What follows belongs to an exercise in optimizing a design on an open flow for small area and a short achievable clock period; a production flow would make more cautious choices. Function was checked by simulation only, so behaviour that the tests miss may differ from the original. Power figures rest on the tool's default switching activity, not on a simulated workload.

==> flow/design.v (outline; a module is shown in full before it is edited, if it fits) <==
// module fpu_tree: 2747 lines
// module fpu_cpa: 653 lines
// module fpu_fa: 4 lines
// module fpu_hai: 4 lines
// module FPU_Main: 318 lines
// module fpu_mux31: 3 lines
// module fpu_mux8: 3 lines
module FPU_Main (
    input clk,
    input [31:0] A,
    input [31:0] B,
    input [1:0] S,
    output [31:0] O
);
  // ...
==> flow/flow/run.sh <==
#!/bin/bash
set -euo pipefail
bash standard.sh synth > synth.log 2>&1
bash standard.sh SETUP_SLACK_MARGIN=17.4 "BUFFER_PORTS_ARGS=-buffer_cell sky130_fd_sc_hd__buf_1" finish > layout.log 2>&1
==> flow/standard.sh <==
#!/bin/bash
# synth_recipe.tcl (not shown) runs the flow's synth.tcl, then flattens the netlist and writes it again
# the make line also repeats each setting of config.mk as NAME=value (left out here)
make -C /OpenROAD-flow-scripts/flow DESIGN_CONFIG=/design/flow/config.mk WORK_HOME=/design/flow/orfs CLKGATE_MAP_FILE= SYNTH_SCRIPT=/design/flow/synth_recipe.tcl "${@:-finish}"
==> flow/config.mk <==
export PLATFORM = sky130hd
export DESIGN_NAME = FPU_Main
export DESIGN_NICKNAME = FPU_Main
export VERILOG_FILES = /design/flow/design.v
export SDC_FILE = /design/flow/constraint.sdc
export NUM_CORES = 8
export LEC_CHECK = 0
export ABC_AREA = 1
export CAP_MARGIN = 20
export CORE_MARGIN = 2
export CORE_UTILIZATION = 40
export SLEW_MARGIN = 20
export SYNTH_HIERARCHICAL = 1
export SYNTH_MINIMUM_KEEP_SIZE = 0
==> flow/constraint.sdc <==
create_clock -name core_clock -period 25.0 [get_ports {clk}]
set_input_delay 5.0000 -clock core_clock [delete_from_list [all_inputs] [get_ports {clk}]]
set_output_delay 5.0000 -clock core_clock [all_outputs]
set_load 0.01 [all_outputs]
==> results list, run 1 <==
- Routed signal wires occupy layers up through met4.
- In the final routing, the length of wire on met1 measures 36800 µm.
- Layout cells sized above 1: 9.18%
- Port buffering added 98 buffers.
- Kind of critical path: reg -> reg
- Share of total power in the clock network: 15.3%
* Worst reg-to-reg path cell count: 30
- The number of clock buffers added by TritonCTS is 17.
* Cells after synthesis: 3110
- The final count of hold timing violations was 0.
- The top cell types in the final layout, fill and taps aside, are 1198 x sky130_fd_sc_hd__nand2_1, 546 x sky130_fd_sc_hd__fa_1, 193 x sky130_fd_sc_hd__inv_1.
- The largest single stage delay on the critical path is 0.55 ns.
- For this design the ratio of total power to cell area is 56.6 nW/µm².
* Biggest power consumer among the groups: combinational cells
- Along the worst hold path, the cell count comes to 2.
- The number of global-route vias before repair was 23.6k.
- Sequential cells account for 23.8% of the total power.
* Starting density of the core: 40.3%
- The worst setup path is captured at a register.
- Status: timing/DRC/antenna clean
- Worst-skew pair later-pin latency: 0.44 ns
* Floorplan die width: 264 µm
* DP Worst Slack: 15.00 ns
- Post-CTS setup-driven buffer insertion count: 11
- Number of placed I/O pins: 99
- Across the run, the number of max-cap violations was 0.
- Of all nets on the critical path, the largest fanout is 24.
- Die Outline Area: 69700 µm²
- Filler Cells Inserted: 6701
* Worst Tran Pin Value: 1.07 ns
- Clk root buf: sky130_fd_sc_hd__clkbuf_16
==> module FPU_Main, before the edit <==
module FPU_Main (
    input clk,
    input [31:0] A,
    input [31:0] B,
    input [1:0] S,
    output [31:0] O
);
    localparam [1:0] OP_ADD = 2'd0, OP_SQRT = 2'd1, OP_MUL = 2'd2, OP_DIV = 2'd3;
    localparam [31:0] C_GUESS_M = 32'h3ff0f0f1;   
    localparam [31:0] C_GUESS_A = 32'h4034b4b5;   
    localparam [31:0] C_TWO     = 32'h40000000;
    localparam [31:0] C_X0      = 32'h3f5a827a;   
    localparam [31:0] C_R0      = 32'h3f95f61a;   
    localparam [31:0] C_SQ2     = 32'h3fb504f3;
    reg [31:0] A_r, B_r, t;         
    reg [22:0] y;
    reg        ye0;
    reg [1:0]  S_r;
    reg [4:0]  step;
    reg [1:0]  chg;                 
    reg        nn;                  
    reg [4:0]  sa;                  
    reg        sv;                  
    assign O = t;
    wire sq = (S_r == OP_SQRT);
    wire restart = |chg;
    wire       pos = (A_r[30:23] >= 8'd127);
    wire       sq_rem = ~A_r[23];
    wire [8:0] dab = {1'b0, A_r[30:23]} - {1'b0, B_r[30:23]};
    wire [8:0] dba = {1'b0, B_r[30:23]} - {1'b0, A_r[30:23]};
    wire       abig = ~dab[8];                       
    wire [7:0] de = abig ? dab[7:0] : dba[7:0];
    wire       de0 = (de == 8'd0);
    wire       sub0 = A_r[31] ^ B_r[31];
    integer k;
    reg  [4:0] nstep;
    always @* begin
        if (restart)
            nstep = 5'd0;
        else if (step == 5'd31)
            nstep = 5'd31;
        else if (step != 5'd31)
            nstep = step + 5'd1;
        else
            nstep = 5'd0;            
    end
    localparam [4:0] O_NONE = 5'd0,
        O_DP_C1 = 5'd1,    
        O_C2_T  = 5'd2,    
        O_DP_Y  = 5'd3,    
        O_TWO_T = 5'd4,    
        O_DPT_C1 = 5'd5,   
        O_T_Y_T = 5'd6,    
        O_RC_N  = 5'd7,    
        O_R0_AP = 5'd8,    
        O_X0_T  = 5'd9,    
        O_X_T   = 5'd10,   
        O_X_C3E = 5'd11,   
        O_T_C3  = 5'd12,   
        O_B_A   = 5'd13,   
        O_FIX   = 5'd14,   
        O_ALN   = 5'd15,   
        O_ADD   = 5'd16,   
        O_NSH   = 5'd17,   
        O_IDT   = 5'd19;   
    reg [4:0] op;
    always @* begin
        op = O_IDT;
        case ({S_r, nstep})
            {2'd3, 5'd1}: op = O_DP_C1;
            {2'd3, 5'd2}: op = O_C2_T;
            {2'd3, 5'd3}: op = O_DP_Y;
            {2'd3, 5'd4}: op = O_TWO_T;
            {2'd3, 5'd5}: op = O_T_Y_T;
            {2'd3, 5'd6}: op = O_DP_Y;
            {2'd3, 5'd7}: op = O_TWO_T;
            {2'd3, 5'd8}: op = O_T_Y_T;
            {2'd3, 5'd9}: op = O_DP_Y;
            {2'd3, 5'd10}: op = O_TWO_T;
            {2'd3, 5'd11}: op = O_T_Y_T;
            {2'd3, 5'd12}: op = O_RC_N;
            {2'd3, 5'd13}: op = O_FIX;
            {2'd1, 5'd1}: op = O_R0_AP;
            {2'd1, 5'd2}: op = O_X0_T;
            {2'd1, 5'd3}: op = O_DPT_C1;
            {2'd1, 5'd4}: op = O_C2_T;
            {2'd1, 5'd5}: op = O_DP_Y;
            {2'd1, 5'd6}: op = O_TWO_T;
            {2'd1, 5'd7}: op = O_T_Y_T;
            {2'd1, 5'd8}: op = O_DP_Y;
            {2'd1, 5'd9}: op = O_TWO_T;
            {2'd1, 5'd10}: op = O_T_Y_T;
            {2'd1, 5'd11}: op = O_DP_Y;
            {2'd1, 5'd12}: op = O_TWO_T;
            {2'd1, 5'd13}: op = O_T_Y_T;
            {2'd1, 5'd14}: op = O_RC_N;
            {2'd1, 5'd16}: op = O_DPT_C1;
            {2'd1, 5'd17}: op = O_C2_T;
            {2'd1, 5'd18}: op = O_DP_Y;
            {2'd1, 5'd19}: op = O_TWO_T;
            {2'd1, 5'd20}: op = O_T_Y_T;
            {2'd1, 5'd21}: op = O_DP_Y;
            {2'd1, 5'd22}: op = O_TWO_T;
            {2'd1, 5'd23}: op = O_T_Y_T;
            {2'd1, 5'd24}: op = O_DP_Y;
            {2'd1, 5'd25}: op = O_TWO_T;
            {2'd1, 5'd26}: op = O_T_Y_T;
            {2'd1, 5'd27}: op = O_RC_N;
            {2'd1, 5'd15}: op = O_X_T;
            {2'd1, 5'd28}: op = O_X_T;
            {2'd1, 5'd29}: op = O_X_C3E;
            {2'd1, 5'd30}: op = sq_rem ? O_T_C3 : O_IDT;
            {2'd0, 5'd1}: op = O_ALN;
            {2'd0, 5'd2}: op = O_ADD;
            {2'd0, 5'd3}: op = O_NSH;
            {2'd0, 5'd4}: op = O_NSH;
            {2'd0, 5'd5}: op = O_NSH;
            {2'd0, 5'd6}: op = O_NSH;
            {2'd0, 5'd7}: op = O_NSH;
            {2'd0, 5'd8}: op = O_NSH;
            {2'd0, 5'd9}: op = O_NSH;
            {2'd0, 5'd10}: op = O_NSH;
            {2'd0, 5'd11}: op = O_NSH;
            {2'd0, 5'd12}: op = O_NSH;
            {2'd0, 5'd13}: op = O_NSH;
            {2'd0, 5'd14}: op = O_NSH;
            {2'd0, 5'd15}: op = O_NSH;
            {2'd0, 5'd16}: op = O_NSH;
            {2'd0, 5'd17}: op = O_NSH;
            {2'd0, 5'd18}: op = O_NSH;
            {2'd0, 5'd19}: op = O_NSH;
            {2'd0, 5'd20}: op = O_NSH;
            {2'd0, 5'd21}: op = O_NSH;
            {2'd0, 5'd22}: op = O_NSH;
            {2'd0, 5'd23}: op = O_NSH;
            {2'd0, 5'd24}: op = O_NSH;
            {2'd0, 5'd25}: op = O_NSH;
            {2'd0, 5'd26}: op = O_NSH;
            {2'd2, 5'd1}: op = O_B_A;
            default: ;
        endcase
    end
    wire n_x_br = (op == O_X_T) || (op == O_B_A) ||
                  ((op == O_ALN) && abig) || ((op == O_ADD) && !abig);
    wire n_x_ar = ((op == O_ALN) && !abig) || ((op == O_ADD) && abig);
    wire n_x_dp = (op == O_DP_C1) || (op == O_DP_Y);
    wire n_x_t  = (op == O_T_Y_T) || (op == O_T_C3) || (op == O_IDT) || (op == O_X_C3E) || (op == O_FIX);
    wire n_x_dpt = (op == O_DPT_C1);
    wire n_x_rc = (op == O_RC_N);
    wire n_x_tr = (op == O_NSH);
    wire n_x_r0 = (op == O_R0_AP);
    wire n_x_c2 = (op == O_C2_T);
    wire n_x_two = (op == O_TWO_T);
    wire n_x_x0 = (op == O_X0_T);
    wire n_y_c1 = (op == O_DP_C1) || (op == O_DPT_C1);
    wire n_y_y  = (op == O_T_Y_T);
    wire n_y_t  = (op == O_DP_Y);
    wire n_y_a  = (op == O_B_A);
    wire n_y_ap = (op == O_RC_N) || (op == O_R0_AP);
    wire n_y_c3e = (op == O_X_C3E);
    wire n_y_c3 = (op == O_T_C3);
    wire n_y_one = (op == O_ADD) || (op == O_NSH) || (op == O_IDT);
    wire n_y_qtr = (op == O_C2_T) || (op == O_TWO_T);
    wire n_y_half = (op == O_X0_T) || (op == O_X_T);
    wire n_y_sh = (op == O_ALN);
    reg e1t, e1b, e2y, e2nb, e2a, e2x, e2n;   
    reg [7:0] kr;
    reg xst, xsb, xsa, yst, ysa;
    reg sxb, sxt, sxa, syy, sya, shen, hy_r, hx_r;
    reg kx_a, kx_b, kx_c, kx_d, kx_e, kx_f, kx_g;    
    reg ky_p, ky_q, ky_r;                            
    reg a_dv, a_sq, a_s0, a_ref_x;
    reg w_mul, w_sqa, w_dva, w_s0a, w_raw, c_nsh;
    reg we_y, we_x, syt;
    wire [4:0] n_sa = (op == O_ALN) ? 5'd23 - de[4:0] : sa;
    wire       n_sv = (op == O_ALN) ? (de < 8'd24) : sv;
    always @(posedge clk) begin
        step <= nstep;
        e1t <= (op == O_DP_Y) || (op == O_T_Y_T) || (op == O_RC_N) || (op == O_X_C3E) || (op == O_T_C3) ||
               (op == O_NSH) || (op == O_IDT) || (op == O_FIX);
        e1b <= (op == O_X_T) || (op == O_B_A) || ((op == O_ADD) && !abig);
        e2nb <= (op == O_RC_N);
        e2a <= (op == O_B_A) || (op == O_FIX) || ((op == O_ADD) && abig);
        e2x <= (op == O_X_C3E);
        e2n <= (op == O_NSH);
        case (op)
            O_DP_C1, O_DPT_C1, O_C2_T, O_TWO_T, O_R0_AP, O_RC_N: kr <= 8'd126;
            O_DP_Y, O_X_T: kr <= 8'd255;
            O_T_Y_T:        kr <= 8'd255;    
            O_B_A:          kr <= 8'd129;
            O_X0_T:         kr <= 8'd125;
            O_X_C3E:        kr <= {7'b1100000, pos & A_r[23]};
            O_FIX:          kr <= 8'd130;
            default:        kr <= 8'd0;
        endcase
        xst <= (op == O_T_Y_T) || (op == O_X_C3E) || (op == O_T_C3) || (op == O_NSH) ||
               (op == O_IDT) || (op == O_FIX);
        xsb <= (op == O_RC_N) || (op == O_X_T) || (op == O_B_A) || ((op == O_ADD) && !abig);
        xsa <= (op == O_ADD) && abig;
        e2y <= (op == O_T_Y_T);
        yst <= (op == O_DP_Y);
        ysa <= (op == O_B_A) || (op == O_FIX);
        sxb <= n_x_br | n_x_dp;
        sxt <= n_x_t | n_x_rc | n_x_tr | n_x_dpt;
        syt <= n_y_t;
        sxa <= n_x_ar;
        syy <= n_y_y;
        sya <= n_y_a | n_y_ap;
        hx_r <= ~n_x_tr;
        sa <= n_sa;
        sv <= n_sv;
        c_nsh <= (op == O_NSH);
        shen <= n_y_sh & n_sv;
        hy_r <= ~n_y_sh | ((n_sa == 5'd23) & n_sv);
        kx_a <= n_x_c2;
        kx_b <= n_x_r0 | n_x_x0;
        kx_c <= n_x_r0 | n_x_c2 | n_x_x0;
        kx_d <= n_x_c2 | n_x_x0;
        kx_e <= n_x_x0;
        kx_f <= n_x_r0 | n_x_c2;
        kx_g <= n_x_r0;
        ky_p <= n_y_c1 | n_y_c3e | n_y_c3;
        ky_q <= n_y_c3e | n_y_c3;
        ky_r <= n_y_c1;
        a_dv  <= (op == O_C2_T) || (op == O_TWO_T);
        a_sq  <= (op == O_X0_T) || (op == O_X_T);
        a_ref_x <= (op == O_X_T);
        a_s0  <= (op == O_ADD);
        w_sqa <= (op == O_X0_T) || (op == O_X_T);
        w_dva <= (op == O_C2_T) || (op == O_TWO_T);
        w_s0a <= (op == O_ADD);
        w_raw <= (op == O_ALN) || (op == O_NSH);
        w_mul <= (op == O_DP_C1) || (op == O_DP_Y) || (op == O_DPT_C1) || (op == O_T_Y_T) ||
                 (op == O_RC_N) || (op == O_R0_AP) || (op == O_X_C3E) || (op == O_T_C3) || (op == O_B_A) ||
                 (op == O_IDT) || (op == O_FIX);
        we_y  <= (op == O_DP_Y);
        we_x  <= (op == O_DPT_C1);
    end
    wire kx0 = 1'b0;
    wire [22:0] kxv = {kx_e, kx_a, kx_c, kx_e, kx_f, kx_e, kx_g, kx_c, kx_g, kx_f, kx_f, kx0,
                       kx_f, kx_b, kx0, kx_a, kx_e, kx_d, kx_c, kx_b, kx_a, kx_b, kx_a};
    wire [22:0] kyv = {ky_r, ky_p, ky_p, kx0, ky_q, kx0, ky_q, ky_r, ky_r, ky_r, ky_r, kx0,
                       ky_q, kx0, kx0, ky_p, ky_p, ky_p, ky_p, kx0, kx0, ky_q, ky_p};
    reg  [22:0] oh;                                   
    always @* begin
        for (k = 0; k < 23; k = k + 1)
            oh[k] = shen & (sa == k[4:0]);
    end
    wire [22:0] xm = ({23{sxb}} & B_r[22:0]) | ({23{sxt}} & t[22:0]) | ({23{sxa}} & A_r[22:0]) | kxv;
    wire        hx = hx_r;
    wire [22:0] ym = ({23{syy}} & y[22:0]) | ({23{syt}} & t[22:0]) | ({23{sya}} & A_r[22:0]) | kyv | oh;
    wire        shift1 = c_nsh & nn;
    wire        hy = hy_r & ~shift1;
    wire [1:0]  ref2 = a_ref_x ? B_r[24:23] : C_X0[24:23];
    wire [1:0]  dq = t[24:23] - ref2;                
    wire        sh_p1 = (a_sq & (dq == 2'd1)) | shift1;
    wire        sh_m1 = (a_sq & (dq == 2'd3)) | (a_dv & t[23]);
    wire        sh_m2 = a_dv & ~t[23];
    wire        sh_0  = (a_sq & (dq == 2'd0)) | a_s0;
    wire [23:0] av = {a_s0 ? de0 : ~c_nsh, t[22:0]};
    wire [25:0] aal = ({26{sh_p1}} & {1'b0, av, 1'b0}) | ({26{sh_0}} & {2'b00, av})
                    | ({26{sh_m1}} & {3'b000, av[23:1]}) | ({26{sh_m2}} & {4'b0000, av[23:2]});
    wire        asub = a_dv | (a_s0 & sub0);
    wire [25:0] adn = ~(aal ^ {26{asub}});          
    wire [48:21] p;
    fpu_tree u_tree (.xv({hx, xm}), .yv({hy, ym}), .adn(adn), .cinn(~asub), .p(p));
    wire [7:0]  ex1 = ({8{e1t}} & t[30:23]) | ({8{e1b}} & B_r[30:23]);
    wire [7:0]  ex2 = ({8{e2y}} & {7'd0, ye0}) | ({8{e2nb}} & ~B_r[30:23]) | ({8{e2a}} & A_r[30:23])
                    | ({8{e2x}} & {1'b0, A_r[30:24]}) | {8{e2n & nn}};
    wire [7:0]  es, ec, e0, erc;
    genvar ge;
    generate
        for (ge = 0; ge < 8; ge = ge + 1) begin : g_exp
            fpu_fa u_c (.a(ex1[ge]), .b(ex2[ge]), .ci(kr[ge]), .s(es[ge]), .co(ec[ge]));
            if (ge == 0) begin : g_lsb
                assign e0[0] = es[0];
                assign erc[0] = 1'b0;
            end else begin : g_bit
                fpu_fa u_r (.a(es[ge]), .b(ec[ge-1]), .ci(erc[ge-1]), .s(e0[ge]), .co(erc[ge]));
            end
        end
    endgenerate
    wire        xs = (xst & t[31]) | (xsb & B_r[31]) | (xsa & A_r[31]);
    wire        ys = (yst & t[31]) | (ysa & A_r[31]);
    wire        h = ((w_mul | w_s0a) & p[47]) | (w_sqa & (p[48] | p[47])) | (w_dva & p[45]);
    wire        hs48 = w_sqa & p[48];
    wire        hs47 = (w_mul | w_s0a) | (w_sqa & ~p[48]);
    wire        ls46 = w_mul | w_sqa | w_raw | w_s0a;
    wire [22:0] hi_m = ({23{hs48}} & p[47:25]) | ({23{hs47}} & p[46:24]) | ({23{w_dva}} & p[44:22]);
    wire [22:0] lo_m = ({23{ls46}} & p[45:23]) | ({23{w_dva}} & p[43:21]);
    wire [7:0]  e1 = e0 + 8'd1;
    wire [7:0]  e2 = e0 + 8'd2;
    wire [7:0]  hi_e;
    fpu_mux8 u_hie (.s(hs48), .a(e2), .b(e1), .y(hi_e));
    wire [7:0]  lo_e = e0;
    wire        rs = xs ^ ys;
    wire [31:0] res;
    wire [31:0] r_hi = {rs, hi_e, hi_m};
    wire [31:0] r_lo = {rs, lo_e, lo_m};
    assign res[31] = rs;
    fpu_mux31 u_res (.s(h), .a(r_hi[30:0]), .b(r_lo[30:0]), .y(res[30:0]));
    always @(posedge clk) begin
        A_r <= A;
        S_r <= S;
        chg <= {(S != S_r) || (A != A_r), (B != B_r) && !sq};
        if (!sq)
            B_r <= B;
        else if (we_x)
            B_r <= t;
        t <= res;
        if (we_y) begin
            y <= t[22:0];
            ye0 <= t[23];
        end
        if (w_s0a) nn <= ~(p[47] | p[46]);
        else if (c_nsh) nn <= nn & ~t[22];
    end
endmodule
==> run 2, diff against run 1 <==
--- a/flow/design.v
+++ b/flow/design.v
@@ -3472,3 +3472,4 @@
         O_NSH   = 5'd17,   
-        O_IDT   = 5'd19;   
+        O_IDT   = 5'd19,   
+        O_CPA   = 5'd20;   
     reg [4:0] op;
@@ -3520,5 +3521,5 @@
             {2'd1, 5'd30}: op = sq_rem ? O_T_C3 : O_IDT;
-            {2'd0, 5'd1}: op = O_ALN;
-            {2'd0, 5'd2}: op = O_ADD;
-            {2'd0, 5'd3}: op = O_NSH;
+            {2'd0, 5'd1}: op = O_CPA;
+            {2'd0, 5'd2}: op = O_ALN;
+            {2'd0, 5'd3}: op = O_ADD;
             {2'd0, 5'd4}: op = O_NSH;
@@ -3546,2 +3547,3 @@
             {2'd0, 5'd26}: op = O_NSH;
+            {2'd0, 5'd27}: op = O_NSH;
             {2'd2, 5'd1}: op = O_B_A;
@@ -3552,5 +3554,4 @@
                   ((op == O_ALN) && abig) || ((op == O_ADD) && !abig);
-    wire n_x_ar = ((op == O_ALN) && !abig) || ((op == O_ADD) && abig);
     wire n_x_dp = (op == O_DP_C1) || (op == O_DP_Y);
-    wire n_x_t  = (op == O_T_Y_T) || (op == O_T_C3) || (op == O_IDT) || (op == O_X_C3E) || (op == O_FIX);
+    wire n_x_t  = ((op == O_ALN) && !abig) || (op == O_T_Y_T) || (op == O_T_C3) || (op == O_IDT) || (op == O_X_C3E) || (op == O_FIX);
     wire n_x_dpt = (op == O_DPT_C1);
@@ -3565,3 +3566,3 @@
     wire n_y_t  = (op == O_DP_Y);
-    wire n_y_a  = (op == O_B_A);
+    wire n_y_a  = (op == O_B_A) || (op == O_CPA) || ((op == O_ADD) && abig);
     wire n_y_ap = (op == O_RC_N) || (op == O_R0_AP);
@@ -3575,4 +3576,4 @@
     reg [7:0] kr;
-    reg xst, xsb, xsa, yst, ysa;
-    reg sxb, sxt, sxa, syy, sya, shen, hy_r, hx_r;
+    reg xst, xsb, yst, ysa;
+    reg sxb, sxt, syy, sya, shen, hy_r;
     reg kx_a, kx_b, kx_c, kx_d, kx_e, kx_f, kx_g;    
@@ -3590,3 +3591,3 @@
         e2nb <= (op == O_RC_N);
-        e2a <= (op == O_B_A) || (op == O_FIX) || ((op == O_ADD) && abig);
+        e2a <= (op == O_B_A) || (op == O_FIX) || (op == O_CPA) || ((op == O_ADD) && abig);
         e2x <= (op == O_X_C3E);
@@ -3606,6 +3607,5 @@
         xsb <= (op == O_RC_N) || (op == O_X_T) || (op == O_B_A) || ((op == O_ADD) && !abig);
-        xsa <= (op == O_ADD) && abig;
         e2y <= (op == O_T_Y_T);
         yst <= (op == O_DP_Y);
-        ysa <= (op == O_B_A) || (op == O_FIX);
+        ysa <= (op == O_B_A) || (op == O_FIX) || (op == O_CPA) || ((op == O_ADD) && abig);
         sxb <= n_x_br | n_x_dp;
@@ -3613,6 +3613,4 @@
         syt <= n_y_t;
-        sxa <= n_x_ar;
         syy <= n_y_y;
         sya <= n_y_a | n_y_ap;
-        hx_r <= ~n_x_tr;
         sa <= n_sa;
@@ -3642,3 +3640,3 @@
                  (op == O_RC_N) || (op == O_R0_AP) || (op == O_X_C3E) || (op == O_T_C3) || (op == O_B_A) ||
-                 (op == O_IDT) || (op == O_FIX);
+                 (op == O_IDT) || (op == O_FIX) || (op == O_CPA);
         we_y  <= (op == O_DP_Y);
@@ -3656,4 +3654,4 @@
     end
-    wire [22:0] xm = ({23{sxb}} & B_r[22:0]) | ({23{sxt}} & t[22:0]) | ({23{sxa}} & A_r[22:0]) | kxv;
-    wire        hx = hx_r;
+    wire [22:0] xm = ({23{sxb}} & B_r[22:0]) | ({23{sxt}} & t[22:0]) | kxv;
+    wire        hx = 1'b1;
     wire [22:0] ym = ({23{syy}} & y[22:0]) | ({23{syt}} & t[22:0]) | ({23{sya}} & A_r[22:0]) | kyv | oh;
@@ -3690,3 +3688,3 @@
     endgenerate
-    wire        xs = (xst & t[31]) | (xsb & B_r[31]) | (xsa & A_r[31]);
+    wire        xs = (xst & t[31]) | (xsb & B_r[31]);
     wire        ys = (yst & t[31]) | (ysa & A_r[31]);
==> results list, run 2 <==
* Status: timing/DRC/antenna clean (unchanged)
- The commonest non-fill, non-tap cell in the layout is sky130_fd_sc_hd__nand2_1 (unchanged).
* Longest Clk Path Bufs: 2 (unchanged)
- Setup repair after global routing missed its margin: false (unchanged).
- The transition time at the pin with the least slew margin is 0.976 ns (was 1.07 ns).
- Required time at the worst-slack endpoint: 25.32 ns (was 25.38 ns)
* TNS Setup: 0 ns (unchanged)
* Vias in the first global route: 22.4k (was 23.6k)
- Worst Hold Class: reg -> reg (unchanged)
- The clock tree root buffer cell is sky130_fd_sc_hd__clkbuf_16 (unchanged).
- Number of remaining DRC errors: 0 (unchanged)
* Share of total power in the clock network: 16.9% (was 15.3%)
- The total routed wirelength is 88700 µm (was 93400 µm).
- The routed length per placed instance came to 21.9 µm (was 22.7 µm).
- The number of max-slew violations in the final report is 0 (unchanged).
- Post-DP HPWL: 65500 µm (was 65700 µm)
* Maximum vdd drop: 0.0545 mV (was 0.0546 mV)
- The count of warnings emitted by yosys came to 7 (unchanged).
* Cell count after placement: 3967 (was 4009)
* All-layer global routing usage: 25.2% (was 26.6%)
* Die Y-Extent: 264 µm (about the same)
* Total Power Consumption: 0.00161 W (was 0.00168 W)
- Core area: 66900 µm² (was 67000 µm²)
- Power per cell area: 54.7 nW/µm² (was 56.6 nW/µm²)
- The type of element capturing the critical path was a register (unchanged).
* Element type at the critical path start: register (unchanged)
- Delay of the slowest cell on the worst path: 0.54 ns (was 0.55 ns)
* Final worst path period need: 7.37 ns (was 7.36 ns)
- Cell seen most often among critical-path stages: sky130_fd_sc_hd__fa_1
- Clk slew on worst S/H paths: 0.07 ns (about the same)
* Routability cong.: 0.953 (was 0.942)
* Net switching power figure: 0.000859 W (was 0.000903 W)
- Final Setup Violations: 0 (unchanged)
- The number of nets in the final layout was 3847 (was 3905).
- Worst path slowest cell: sky130_fd_sc_hd__dfxtp_1 (was sky130_fd_sc_hd__fa_1)
- Largest registers: A_r (32), B_r (32), t (32) (unchanged)
* Cells after synthesis: 3063 (was 3110)
- Highest clock frequency the design can meet: 136 MHz (about the same)
- Arrival time at the worst endpoint: 7.69 ns (was 7.74 ns)
- Area added between synthesis and finish: 9.03% (was 9.55%)
- CTS tree: built (unchanged)
* Starting density of the core: 40.3% (about the same)
- Static Leakage: 8.77 nW (was 8.87 nW)
- Part of the power in combinational logic: 57.5% (was 60.9%)
- The number of cells in the finished layout apart from fillers was 4053 (was 4112).
- DRC marker count from the first detailed-route iteration: 1967 (was 2444)
- Number of iterations in the first detailed-routing pass: 5 (was 6)
* H-tree depth reported by CTS: 4 (unchanged)
- The setup skew after layout was 0.0178 ns (was 0.0120 ns).
- The fraction of layout instances using a drive strength above 1 came to 10.5% (was 9.18%).
* Worst-path fanout max: 24 (unchanged)
- The count of maximum capacitance violations is 0 (unchanged).
- The clock latency on the worst-skew pair was 0.45 ns (was 0.44 ns).
- Total congestion overflow after global routing: 0 (unchanged)
- The relative slew slack came to 34.3% (was 28.4%).
* Design internal power: 0.000751 W (was 0.000772 W)
- The final count of hold timing violations came to 0 (unchanged).
* Ratio of routed vias to standard cells: 5.49 (was 5.60)
- Final Cycle Share: 29.5% (was 29.4%)
* Via count: 22.3k (was 23.0k)
* Antenna viol nets, final: 0 (unchanged)
* Floorplan die width: 264 µm (about the same)
* Cell Area, Synth: 27000 µm² (about the same)
* Avg Synthesized Cell Area: 8.80 µm² (was 8.69 µm²)
- Net Sw Frac: 53.3% (was 53.9%)
- The full die area is 69500 µm² (was 69700 µm²).
- Port buffer count: 98 (unchanged)
- The number of buffers added by the clock tree synthesis step is 17 (unchanged).
* Clock sink count: 173 (was 177)
- Number of placed I/O pins: 99 (unchanged)
* Cell row count: 95 (unchanged)
* Kind of critical path: reg -> reg (unchanged)
- Commonest cells after routing, fill and taps aside: 1182 x sky130_fd_sc_hd__nand2_1, 546 x sky130_fd_sc_hd__fa_1, 193 x sky130_fd_sc_hd__inv_1 (was 1198 x sky130_fd_sc_hd__nand2_1, 546 x sky130_fd_sc_hd__fa_1, 193 x sky130_fd_sc_hd__inv_1)
* Largest net degree at the start of global routing: 45 (was 44)
* First-pass GRT wire length: 134000 µm (was 141000 µm)
* Antenna violations before repair: 8 (was 1)
- Power share of the sequential group: 25.6% (was 23.8%)
[run 2: final cells by class]
class / count / area (µm²)
clock buffer: 17 / 425
antenna: 2 / 5.00
inverter: 216 / 840
fill: 6585 / 37500
tap: 873 / 1090
timing repair buffer: 201 / 1500
timing repair inverter: 4 / 26.3
clock inverter: 15 / 168
sequential: 173 / 4090
multi-input combinational: 2552 / 21300
[run 2: final timing paths]
check	startpoint	endpoint	slack, ns	depth (start not counted)
setup reg to reg	t[21]	t[10]	17.63	29
hold reg to reg	sv	sv	0.47	2
hold / removal	sv	sv	0.47	2
setup / recovery	t[21]	t[10]	17.63	29
[run 2: what timing repair did]
item / in CTS / in global routing
cloned: 3 / 8
buffers inserted: 8 / 33
resized for setup: 36 / 101
hold buffers: 0 / 0
pin swaps: 0 / 8
setup endpoints to repair: 32 / 32
[run 2: worst max-delay path: cells and delay by family, from the launching register on]
family	cells	cell delay [ns]
AOI/OAI and AO/OA	2	0.29
adders and majority gates	9	3.99
buffers and inverters	4	0.95
DFF	1	0.54
and+or+nand+nor	14	1.41
[run 2: power by group through the flow]
stage	clock network (W)	logic, W	registers [W]
2_1_floorplan	0	0.000601	0.000378
3_3_place_gp	0	0.000865	0.000413
3_5_place_dp	0	0.000865	0.000412
4_1_cts	0.000274	0.000876	0.000407
5_1_grt	0.000286	0.00101	0.000412
6_report	0.000272	0.000926	0.000412
[run 2: stage by stage]
stage	util, %	instance area, µm²	hold slack, ns	setup slack, ns
floorplan	-	27100	0.424	17.47
global placement	41.6	27800	0.445	16.29
detailed placement	41.6	27800	0.447	16.13
CTS	42.7	28600	0.467	17.40
global route	43.9	29400	0.518	17.35
finish	43.9	29400	0.468	17.63
[run 2: layer usage]
metal	vias up	track usage [%]	routed length (µm)
met5	-	0	61
met4	8	10.3	4030
met3	222	3.76	7710
met2	1096	41.2	41900
met1	11100	33.6	35100
li1	9829	-	-

## separate check: timing with driven ports
How much do the figures lean on ideal ports? The routed layouts below were timed once more, with nothing changed but the port constraints. Step 1, drivers: a clkbuf_16 drives clk and a buf_2 each remaining input, both assumed. Step 2, shift: input delay + t, output delay - t, t = (earliest + latest rising clock arrival at the registers) / 2. This alone moves slack from input paths to output paths. Three values: no drivers, after step 1, after step 2; two values: the first two.
run	shift t [ns]	setup WS [ns]	worst setup path after step 2	worst register clock-pin slew, ns
run 1	0.488	17.643 / 17.643 / 17.643	register to register	0.08 / 0.08
run 2	0.495	17.631 / 17.631 / 17.631	register to register	0.08 / 0.08
After both steps setup and hold are still met in every run listed.
